This is an optimization exercise on Yosys and OpenROAD, whose aim is small area, a short achievable clock period and few clock cycles per item, not a production implementation.
Where RTL was checked, it was by simulation tests only, not by an equivalence proof against the original.

==> nickel: inputs <==
==> flow/design.v (excerpt) <==
module matvecmult(
    CLK,
    RST,
    vector_x,
    vector_b,
    vector_y,
    Q,
    A,
    finish
);
input               CLK;
input               RST;
input       [127:0] vector_x;
input       [127:0] vector_b;
output      [127:0] vector_y;
input       [127:0] Q;
output      [3:0]   A;
output              finish;
reg  [4:0] cnt;
reg        rs;
reg        slow;
reg  [3:0] tag1;      
reg  [3:0] tag2;      
reg        done1;
reg        fin;
reg  [7:0] y_r [0:15];
reg  [7:0] bsel;
integer    i;
wire [3:0] a_w = {cnt[3:1], cnt[0] | rs};
wire       fetched = cnt[4] & (cnt[0] == slow);    
assign A = a_w;
assign finish = fin;
always @(posedge CLK) begin
    rs   <= RST;
    if (RST)
        slow <= rs;
    tag1 <= a_w;
    tag2 <= tag1;
end
always @(posedge CLK or posedge RST) begin
    if (RST) begin
        cnt   <= 5'd0;
        done1 <= 1'b0;
        fin   <= 1'b0;
    end else begin
        if (!fetched)
            cnt <= cnt + (rs ? 5'd2 : 5'd1);
        done1 <= fetched;
        fin   <= done1;
    end
end
always @(*) begin
    bsel = 8'd0;
    for (i = 0; i < 16; i = i + 1)
        if (tag1 == i)
            bsel = vector_b[8*i +: 8];
end
wire p1;
wire p2;
wire p3;
wire p4;
wire p5;
wire p6;
wire p7;
wire p8;
wire p9;
wire p10;
wire p11;
wire p12;
wire p13;
wire p14;
wire p15;
wire p16;
wire p17;
wire p18;
wire p19;
wire p20;
wire p21;
wire p22;
wire p23;
wire p24;
wire p25;
wire p26;
wire p27;
wire p28;
wire p29;
wire p30;
wire p31;
wire p32;
wire p33;
wire p34;
wire p35;
wire p36;
wire p37;
wire p38;
wire p39;
wire p40;
wire p41;
wire p42;
wire p43;
wire p44;
wire p45;
wire p46;
wire p47;
wire p48;
wire p49;
wire p50;
wire p51;
wire p52;
wire p53;
wire p54;
wire p55;
wire p56;
wire p57;
wire p58;
wire p59;
wire p60;
wire p61;
wire p62;
wire p63;
wire p64;
wire p65;
wire p66;
wire p67;
wire p68;
wire p69;
wire p70;
wire p71;
wire p72;
wire p73;
wire p74;
wire p75;
wire p76;
wire p77;
wire p78;
wire p79;
wire p80;
wire p81;
wire p82;
wire p83;
wire p84;
wire p85;
wire p86;
wire p87;
wire p88;
wire p89;
wire p90;
wire p91;
wire p92;
wire p93;
wire p94;
wire p95;
  ...
export LEC_CHECK = 0
export CAP_MARGIN = 20
export CORE_MARGIN = 2
export CORE_UTILIZATION = 40
export SLEW_MARGIN = 20
export SYNTH_HIERARCHICAL = 1
export SYNTH_MINIMUM_KEEP_SIZE = 0
create_clock -name core_clock -period 10.0 [get_ports {CLK}]
standard.sh (not shown) runs the stock make flow with config.mk's settings and CLKGATE_MAP_FILE= SYNTH_SCRIPT=/design/flow/synth_recipe.tcl, a recipe that flattens the netlist after the stock synthesis.
==> flow/flow/run.sh <==
#!/bin/bash
set -euo pipefail
export BUFFER_PORTS_ARGS="-buffer_cell sky130_fd_sc_hd__buf_1"
bash standard.sh > standard_make.log 2>&1
==> inputs of maple, as changes to nickel <==
==> flow/flow/run.sh (replaced) <==
#!/bin/bash
set -euo pipefail
export BUFFER_PORTS_ARGS="-buffer_cell sky130_fd_sc_hd__buf_1"
export SETUP_SLACK_MARGIN=7.0
bash standard.sh > standard_make.log 2>&1
Settings changed: CORE_UTILIZATION 40 to 55.
==> inputs of sierra, as changes to nickel <==
==> flow/flow/run.sh (replaced) <==
#!/bin/bash
set -euo pipefail
export BUFFER_PORTS_ARGS="-buffer_cell sky130_fd_sc_hd__buf_1"
export SETUP_SLACK_MARGIN=6.5
bash standard.sh > standard_make.log 2>&1
==> summary.md <==
| Metric | Value |
|---|---|
| Grt met1 use | `roughly a third` |
| Crit-path max cell delay | `between 500 and 600 ps` |
| Final setup margin | `6110 ps` |
| Status | `complete, no violations` |
| Proportion of layout cells with a drive suffix above 1 | `23.8%` |
| Total wirelength of the detailed-routed design | `53700 um` |
| Total number of vias | `around 12000` |
| Critical R2R Launch | `cut[26]$_DFF_P_` |
| Uppermost layer routed | `met5` |
| Number of ordinary inverters in the final layout | `21` |
# the run above: sierra

==> summary.md <==
| Metric | Value |
|---|---|
| Status | `complete, no violations` |
| Number of ordinary inverters in the final layout | `20` |
| Critical R2R Launch | `cut[26]$_DFF_P_` |
| Uppermost layer routed | `met5` |
| Crit-path max cell delay | `580 ps` |
| Grt met1 use | `31.5%` |
| Total number of vias | `12105` |
# the run above: nickel

==> summary.md <==
| Metric | Value |
|---|---|
| Kind of end point of the critical path | `flip-flop` |
| Grt met1 use | `46.4%` |
| Slowest cell on the critical path | `fa_1` |
| Final setup margin | `6260 ps` |
| Total wirelength of the detailed-routed design | `around 59000 um` |
| Number of ordinary inverters in the final layout | `22` |
| Clock buffers and inverters, area share | `3.27%` |
| Proportion of layout cells with a drive suffix above 1 | `49.7%` |
| Status | `complete, no violations` |
| Area share of buffers outside the clock network | `18.1%` |
| Crit-path max cell delay | `520 ps` |
| Buffers, non-clock | `551` |
# the run above: maple

Testbench counts of nickel, summed over its fixed seeds: cycles 43,200, items 2,400.
Testbench counts of maple, summed over its fixed seeds: cycles 43,200, items 2,400.
Testbench counts of sierra, summed over its fixed seeds: cycles 43,200, items 2,400.


==> 07-05 <==
matvecmult, a different RTL version from the one above (not shown whole).
clock: 10.0 ns
lec_check: 0
cap_margin: 20
core_margin: 2
core_utilization: 40
slew_margin: 20
synth_hierarchical: 1
synth_minimum_keep_size: 0
==> flow/flow/run.sh <==
#!/bin/bash
set -euo pipefail
export BUFFER_PORTS_ARGS="-buffer_cell sky130_fd_sc_hd__buf_1"
bash standard.sh > standard_make.log 2>&1
==> 09-17: changes against 07-05 <==
--- a/flow/design.v
+++ b/flow/design.v
@@ -23,34 +23,35 @@
 reg        fin;
 reg  [7:0] y_r [0:15];
 reg  [7:0] bsel;
 integer    i;
 reg        skip;                        
 reg  [3:0] ar;                          
-wire [3:0] a_w = {cnt[3:1], cnt[0] ^ skip};    
+wire [3:0] a_w = {cnt[3:1], cnt[0] ^ skip} | {4{cnt[4]}};
 wire [3:0] a_o;
 mv_or2 ua0 (.a(ar[0]), .b(skip), .y(a_o[0]));
 assign a_o[3:1] = ar[3:1];
 wire       fetched = cnt[4];            
 assign A = a_o;
 assign finish = fin;
 always @(posedge CLK) begin
     rs   <= RST;
     skip <= RST & ~rs;
-    val  <= {val, RST ? ~rs : ~fetched};
+    val  <= {val, ~RST & ~fetched & (a_w != 4'd0)};
 end
 always @(posedge CLK or posedge RST) begin
     if (RST) begin
         cnt  <= 5'd0;
         ar   <= 4'd0;
         done <= {2{1'b0}};
         fin  <= 1'b0;
     end else begin
         if (!fetched) begin
             cnt <= cnt + (skip ? 5'd2 : 5'd1);
-            ar  <= {ar[3:1] + {2'b0, ar[0]}, ~ar[0]} + {3'b0, skip};
+            if (ar != 4'd15)
+                ar <= {ar[3:1] + {2'b0, ar[0]}, ~ar[0]} + {3'b0, skip};
         end
         done <= {done, fetched};
         fin  <= done[1];
     end
 end
 always @(posedge CLK)
@@ -2216,27 +2217,29 @@
     cut1 <= {s1036, s1035, s1034, s1033, s1032, s1031, c881, c879, c877, c875, s1030, s1029, s1028, s1027, s1026, s1025, c873, c871, c869, c867, c865, c863, s880, s878, s876, s874, s872, s870, s868, s866, s864, s862, c753, c751, c749, s860, s858, c747, c745, c743, c741, c739, c737, s752, s750, s748, s746, s744, s742, s740, c649, c647, s738, s736, c645, c643, c641, c639, c637, s734, s732, s648, s646, s644, s642, s640, s638, c567, c565, s636, c563, c561, c559, s634, s566, s564, s562, s560, s558, c507, c505, s506, s504, c471, s502, s500, s470};
 reg b0_1;
 always @(posedge CLK)
     b0_1 <= bsel[0];
 wire [6:0] sum = ~{s1162, s1123, s1089, s1063, s1047, s1039, k1_0};
 always @(posedge CLK) begin
-    if (val[2]) begin
+    if (val[2])
         for (i = 0; i < 15; i = i + 1)
             y_r[i] <= y_r[i + 1];
-        y_r[15] <= {sum, b0_1};
-    end
+    y_r[15] <= {sum, b0_1};
 end
 genvar g;
 generate for (g = 0; g < 16; g = g + 1) begin : gy
     assign vector_y[8*g +: 8] = y_r[g];
 end endgenerate
 endmodule
 module mv_fa(input a, input b, input c, output s, output co);
 assign s  = a ^ b ^ c;
 assign co = (a & b) | (a & c) | (b & c);
 endmodule
+module mv_add7(input [6:0] a, input [6:0] b, output [6:0] s);
+assign s = ~a + ~b;
+endmodule
 module mv_or2(input a, input b, output y);
 assign y = a | b;
 endmodule
 module mv_xnor2(input a, input b, output s);
 assign s = ~(a ^ b);
 endmodule
==> flow/flow/run.sh (replaced) <==
#!/bin/bash
set -euo pipefail
export PRE_GLOBAL_PLACE_TCL="$PWD/flow/buffer_ports.tcl"
bash standard.sh > standard_make.log 2>&1
==> flow/flow/buffer_ports.tcl (new file) <==
# Port buffers: buf_2 on the inputs (they fan out to several gates), buf_1 on
# the outputs.  Replaces the single buffer_ports call of global_place.tcl.
rename buffer_ports my_orig_buffer_ports
proc buffer_ports {args} {
  my_orig_buffer_ports -inputs -buffer_cell sky130_fd_sc_hd__buf_2
  my_orig_buffer_ports -outputs -buffer_cell sky130_fd_sc_hd__buf_1
}
==> comparison table <==
	09-17	07-05
DIE WIDTH	205 um	204 um
Clock buffers created by TritonCTS	25	26
GRT Overall Usage	0.237	0.226
Complex-gate fraction of the synthesized area	0.0346	0.00860
Sequential-to-total area share from yosys stat	0.373	0.382
Result of the run	complete, no violations	complete, no violations
Multiplexer share of the synthesized area	0.0270	0.0520
Fmax	278 MHz	258 MHz
Min Tclk post-route	3.60 ns	3.88 ns
Via count of the first global-routing pass	12463	12000
Area of all placed cells without fillers	19700 um2	19200 um2
Std-Cell Core Area	39800 um2	39600 um2
Multi-Input Combinational	1084	987
Slew margin rel.	0.381	0.347
Critical path arrival	4.00 ns	4.28 ns
WL met3	3010 um	3180 um
Post-route worst hold slack	0.331 ns	0.333 ns
NumNets Final	2506	2407
Pin count of the biggest net entering global routing	78	73
Total via count in the routed design	11805	11257
Layout area overhead	22.0%	20.2%
Met1 demand-to-capacity share in global routing	0.331	0.294
Detail Route met2 WL	24400 um	23500 um
Testbench counts of 07-05, summed over its fixed seeds: cycles 43,200, items 2,400.
Testbench counts of 09-17, summed over its fixed seeds: cycles 43,200, items 2,400.


==> run a <==
Another version of the RTL of matvecmult (not shown whole).
export LEC_CHECK = 0
export CAP_MARGIN = 20
export CORE_MARGIN = 2
export CORE_UTILIZATION = 55
export PLACE_DENSITY = 0.7
export SLEW_MARGIN = 20
export SYNTH_HIERARCHICAL = 1
export SYNTH_MINIMUM_KEEP_SIZE = 0
create_clock -name core_clock -period 10.0 [get_ports {CLK}]
==> flow/flow/run.sh <==
#!/bin/bash
set -euo pipefail
export PRE_GLOBAL_PLACE_TCL="$PWD/flow/buffer_ports.tcl"
bash standard.sh > standard_make.log 2>&1
==> flow/flow/buffer_ports.tcl <==
# Port buffers: buf_2 on the inputs (they fan out to several gates), buf_1 on
# the outputs.  Replaces the single buffer_ports call of global_place.tcl.
rename buffer_ports my_orig_buffer_ports
proc buffer_ports {args} {
  my_orig_buffer_ports -inputs -buffer_cell sky130_fd_sc_hd__buf_2
  my_orig_buffer_ports -outputs -buffer_cell sky130_fd_sc_hd__buf_1
}
==> inputs of run b, as changes to run a <==
--- a/flow/design.v
+++ b/flow/design.v
@@ -24,33 +24,32 @@
 reg  [7:0] y_r [0:15];
 reg  [7:0] bsel;
 integer    i;
 reg        skip;                        
 reg  [3:0] ar;                          
-wire [3:0] a_w = {cnt[3:1], cnt[0] ^ skip} | {4{cnt[4]}};
+wire [3:0] a_w = {cnt[3:1], cnt[0] ^ skip};    
 wire [3:0] a_o;
 mv_or2 ua0 (.a(ar[0]), .b(skip), .y(a_o[0]));
 assign a_o[3:1] = ar[3:1];
 wire       fetched = cnt[4];            
 assign A = a_o;
 assign finish = fin;
 always @(posedge CLK) begin
     rs   <= RST;
     skip <= RST & ~rs;
-    val  <= {val, ~RST & ~fetched & (a_w != 4'd0)};
+    val  <= {val, RST ? ~rs : ~fetched};
 end
 always @(posedge CLK or posedge RST) begin
     if (RST) begin
         cnt  <= 5'd0;
         ar   <= 4'd0;
         done <= {2{1'b0}};
         fin  <= 1'b0;
     end else begin
         if (!fetched) begin
             cnt <= cnt + (skip ? 5'd2 : 5'd1);
-            if (ar != 4'd15)
-                ar <= {ar[3:1] + {2'b0, ar[0]}, ~ar[0]} + {3'b0, skip};
+            ar  <= {ar[3:1] + {2'b0, ar[0]}, ~ar[0]} + {3'b0, skip};
         end
         done <= {done, fetched};
         fin  <= done[1];
     end
 end
@@ -2065,11 +2064,11 @@
 mv_fa us1079 (.a(c1056), .b(s1065), .c(s1067), .s(s1079), .co(c1080));
 mv_fa us1081 (.a(s1069), .b(s1071), .c(s1073), .s(s1081), .co(c1082));
 mv_fa us1083 (.a(s1075), .b(c1058), .c(c1060), .s(s1083), .co(c1084));
 mv_fa us1085 (.a(s1077), .b(s1079), .c(s1081), .s(s1085), .co(c1086));
 mv_fa us1087 (.a(c1062), .b(s1083), .c(s1085), .s(s1087), .co(c1088));
-mv_xor2 us1089 (.a(c1064), .b(s1087), .s(s1089));
+mv_xnor2 us1089 (.a(c1064), .b(s1087), .s(s1089));
 assign c1090 = c1064 | s1087;
 mv_fa us1091 (.a(k1_44), .b(k1_45), .c(k1_46), .s(s1091), .co(c1092));
 mv_fa us1093 (.a(k1_47), .b(k1_48), .c(k1_49), .s(s1093), .co(c1094));
 mv_fa us1095 (.a(k1_50), .b(k1_51), .c(k1_52), .s(s1095), .co(c1096));
 mv_fa us1097 (.a(k1_53), .b(k1_54), .c(k1_55), .s(s1097), .co(c1098));
@@ -2083,11 +2082,11 @@
 mv_fa us1113 (.a(s1103), .b(c1078), .c(c1080), .s(s1113), .co(c1114));
 mv_fa us1115 (.a(c1082), .b(s1105), .c(s1107), .s(s1115), .co(c1116));
 mv_fa us1117 (.a(s1109), .b(s1111), .c(c1084), .s(s1117), .co(c1118));
 mv_fa us1119 (.a(c1086), .b(s1113), .c(s1115), .s(s1119), .co(c1120));
 mv_fa us1121 (.a(s1117), .b(c1088), .c(s1119), .s(s1121), .co(c1122));
-mv_xor2 us1123 (.a(c1090), .b(s1121), .s(s1123));
+mv_xnor2 us1123 (.a(c1090), .b(s1121), .s(s1123));
 assign c1124 = c1090 | s1121;
 mv_xnor2 us1125 (.a(k1_65), .b(k1_66), .s(s1125));
 mv_xnor2 us1126 (.a(k1_67), .b(k1_68), .s(s1126));
 mv_xnor2 us1127 (.a(k1_69), .b(k1_70), .s(s1127));
 mv_xnor2 us1128 (.a(k1_71), .b(k1_72), .s(s1128));
@@ -2122,11 +2121,11 @@
 mv_xnor2 us1157 (.a(s1154), .b(s1155), .s(s1157));
 mv_xnor2 us1158 (.a(s1156), .b(c1118), .s(s1158));
 mv_xnor2 us1159 (.a(c1120), .b(s1157), .s(s1159));
 mv_xnor2 us1160 (.a(s1158), .b(s1159), .s(s1160));
 mv_xnor2 us1161 (.a(c1122), .b(s1160), .s(s1161));
-mv_xor2 us1162 (.a(c1124), .b(s1161), .s(s1162));
+mv_xnor2 us1162 (.a(c1124), .b(s1161), .s(s1162));
 reg [86:0] cut1;
 wire k1_0 = cut1[0];
 wire k1_1 = cut1[1];
 wire k1_2 = cut1[2];
 wire k1_3 = cut1[3];
@@ -2216,33 +2215,28 @@
 always @(posedge CLK)
     cut1 <= {s1036, s1035, s1034, s1033, s1032, s1031, c881, c879, c877, c875, s1030, s1029, s1028, s1027, s1026, s1025, c873, c871, c869, c867, c865, c863, s880, s878, s876, s874, s872, s870, s868, s866, s864, s862, c753, c751, c749, s860, s858, c747, c745, c743, c741, c739, c737, s752, s750, s748, s746, s744, s742, s740, c649, c647, s738, s736, c645, c643, c641, c639, c637, s734, s732, s648, s646, s644, s642, s640, s638, c567, c565, s636, c563, c561, c559, s634, s566, s564, s562, s560, s558, c507, c505, s506, s504, c471, s502, s500, s470};
 reg b0_1;
 always @(posedge CLK)
     b0_1 <= bsel[0];
-wire [6:0] sum = {s1162, s1123, s1089, ~s1063, ~s1047, ~s1039, ~k1_0};
+wire [6:0] sum = ~{s1162, s1123, s1089, s1063, s1047, s1039, k1_0};
 always @(posedge CLK) begin
-    if (val[2])
+    if (val[2]) begin
         for (i = 0; i < 15; i = i + 1)
             y_r[i] <= y_r[i + 1];
-    y_r[15] <= {sum, b0_1};
+        y_r[15] <= {sum, b0_1};
+    end
 end
 genvar g;
 generate for (g = 0; g < 16; g = g + 1) begin : gy
     assign vector_y[8*g +: 8] = y_r[g];
 end endgenerate
 endmodule
 module mv_fa(input a, input b, input c, output s, output co);
 assign s  = a ^ b ^ c;
 assign co = (a & b) | (a & c) | (b & c);
 endmodule
-module mv_add7(input [6:0] a, input [6:0] b, output [6:0] s);
-assign s = ~a + ~b;
-endmodule
 module mv_or2(input a, input b, output y);
 assign y = a | b;
 endmodule
-module mv_xor2(input a, input b, output s);
-assign s = a ^ b;
-endmodule
 module mv_xnor2(input a, input b, output s);
 assign s = ~(a ^ b);
 endmodule
==> flow/flow/run.sh (replaced) <==
#!/bin/bash
set -euo pipefail
export BUFFER_PORTS_ARGS="-buffer_cell sky130_fd_sc_hd__buf_2"
bash standard.sh > standard_make.log 2>&1
--- a/flow/config.mk
+++ b/flow/config.mk
@@ -5,10 +5,9 @@
 export SDC_FILE = /design/flow/constraint.sdc
 export NUM_CORES = 4
 export LEC_CHECK = 0
 export CAP_MARGIN = 20
 export CORE_MARGIN = 2
-export CORE_UTILIZATION = 55
-export PLACE_DENSITY = 0.7
+export CORE_UTILIZATION = 40
 export SLEW_MARGIN = 20
 export SYNTH_HIERARCHICAL = 1
 export SYNTH_MINIMUM_KEEP_SIZE = 0
removed: flow/flow/buffer_ports.tcl
==> notes.md <==
item	run b	run a
Adder and majority cell fraction of the synthesized area	0.325	0.322
Crit path max fanout	2	7
Data required time of the worst path	10.26 ns	10.40 ns
Met2 GRT Util	0.397	0.551
Share of the synthesized area in compound gates (AO/OA/AOI/OAI)	0.00860	0.0346
Pre-CTS setup slack	5.84 ns	5.90 ns
Inverters excl. clock	17	16
R2R Path End	y_r[15][7]	y_r[15][7]
Die area	41,600 um2	30,800 um2
Data arrival at the endpoint of the critical path	3.92 ns	4.00 ns
Fraction of area in registers	0.310	0.309
Transition time at the pin with the least slew margin	1.01 ns	0.950 ns
Outcome	finished clean	finished clean
Clk tree area frac	0.0381	0.0405
Die height	204 um	175 um
Relative max-transition margin	0.325	0.366
Critical path destination	y_r[15][7]	cut1[41]
Routed WL per cell	20.5 um	20.8 um
Final net count	2,405	2,503
Clock buffer count in the final layout	35	31
Testbench counts of run b, summed over its fixed seeds: cycles 43,200, items 2,400.
No functional check of the RTL was part of run a.

[re-timing with driven ports]
In the flow no input, the clock included, has a driving cell. The finished layouts below were timed again as built, in two steps. Step 1, drivers: a clkbuf_16 drives CLK and a buf_2 each remaining input, both assumed. Step 2 moves the port delays by t, midway between the first and last clock arrival at a register: inputs arrive t later, outputs are due t later. That takes back most of the time a late clock gives input paths. Slacks: ideal / step 1 / step 2; pairs: ideal / step 1.
| run | shift t [ns] | slack for setup (ns) | clock arrival spread, ns | slew at the worst register clock pin (ns) | worst data-port slew with drivers (ns) |
|---|---|---|---|---|---|
| nickel | 0.547 | 5.936 / 5.936 / 5.465 | 0.012 / 0.012 | 0.07 / 0.07 | 0.15 |
| maple | 0.563 | 6.261 / 6.261 / 5.791 | 0.014 / 0.014 | 0.07 / 0.07 | 0.13 |
| sierra | 0.562 | 6.105 / 6.105 / 5.798 | 0.008 / 0.009 | 0.06 / 0.06 | 0.11 |
| 07-05 | 0.569 | 6.117 / 6.141 / 5.572 | 0.014 / 0.014 | 0.07 / 0.07 | 0.10 |
| 09-17 | 0.569 | 6.400 / 6.427 / 5.858 | 0.020 / 0.019 | 0.07 / 0.07 | 0.10 |
| run a | 0.577 | 6.406 / 6.434 / 5.858 | 0.010 / 0.009 | 0.07 / 0.07 | 0.12 |
| run b | 0.556 | 6.339 / 6.339 / 5.816 | 0.011 / 0.011 | 0.07 / 0.07 | 0.11 |
After both steps every run listed still meets setup and hold. For run a, which loses most, drivers alone change the setup slack by +0.028 ns; drivers and shift together by -0.548 ns.
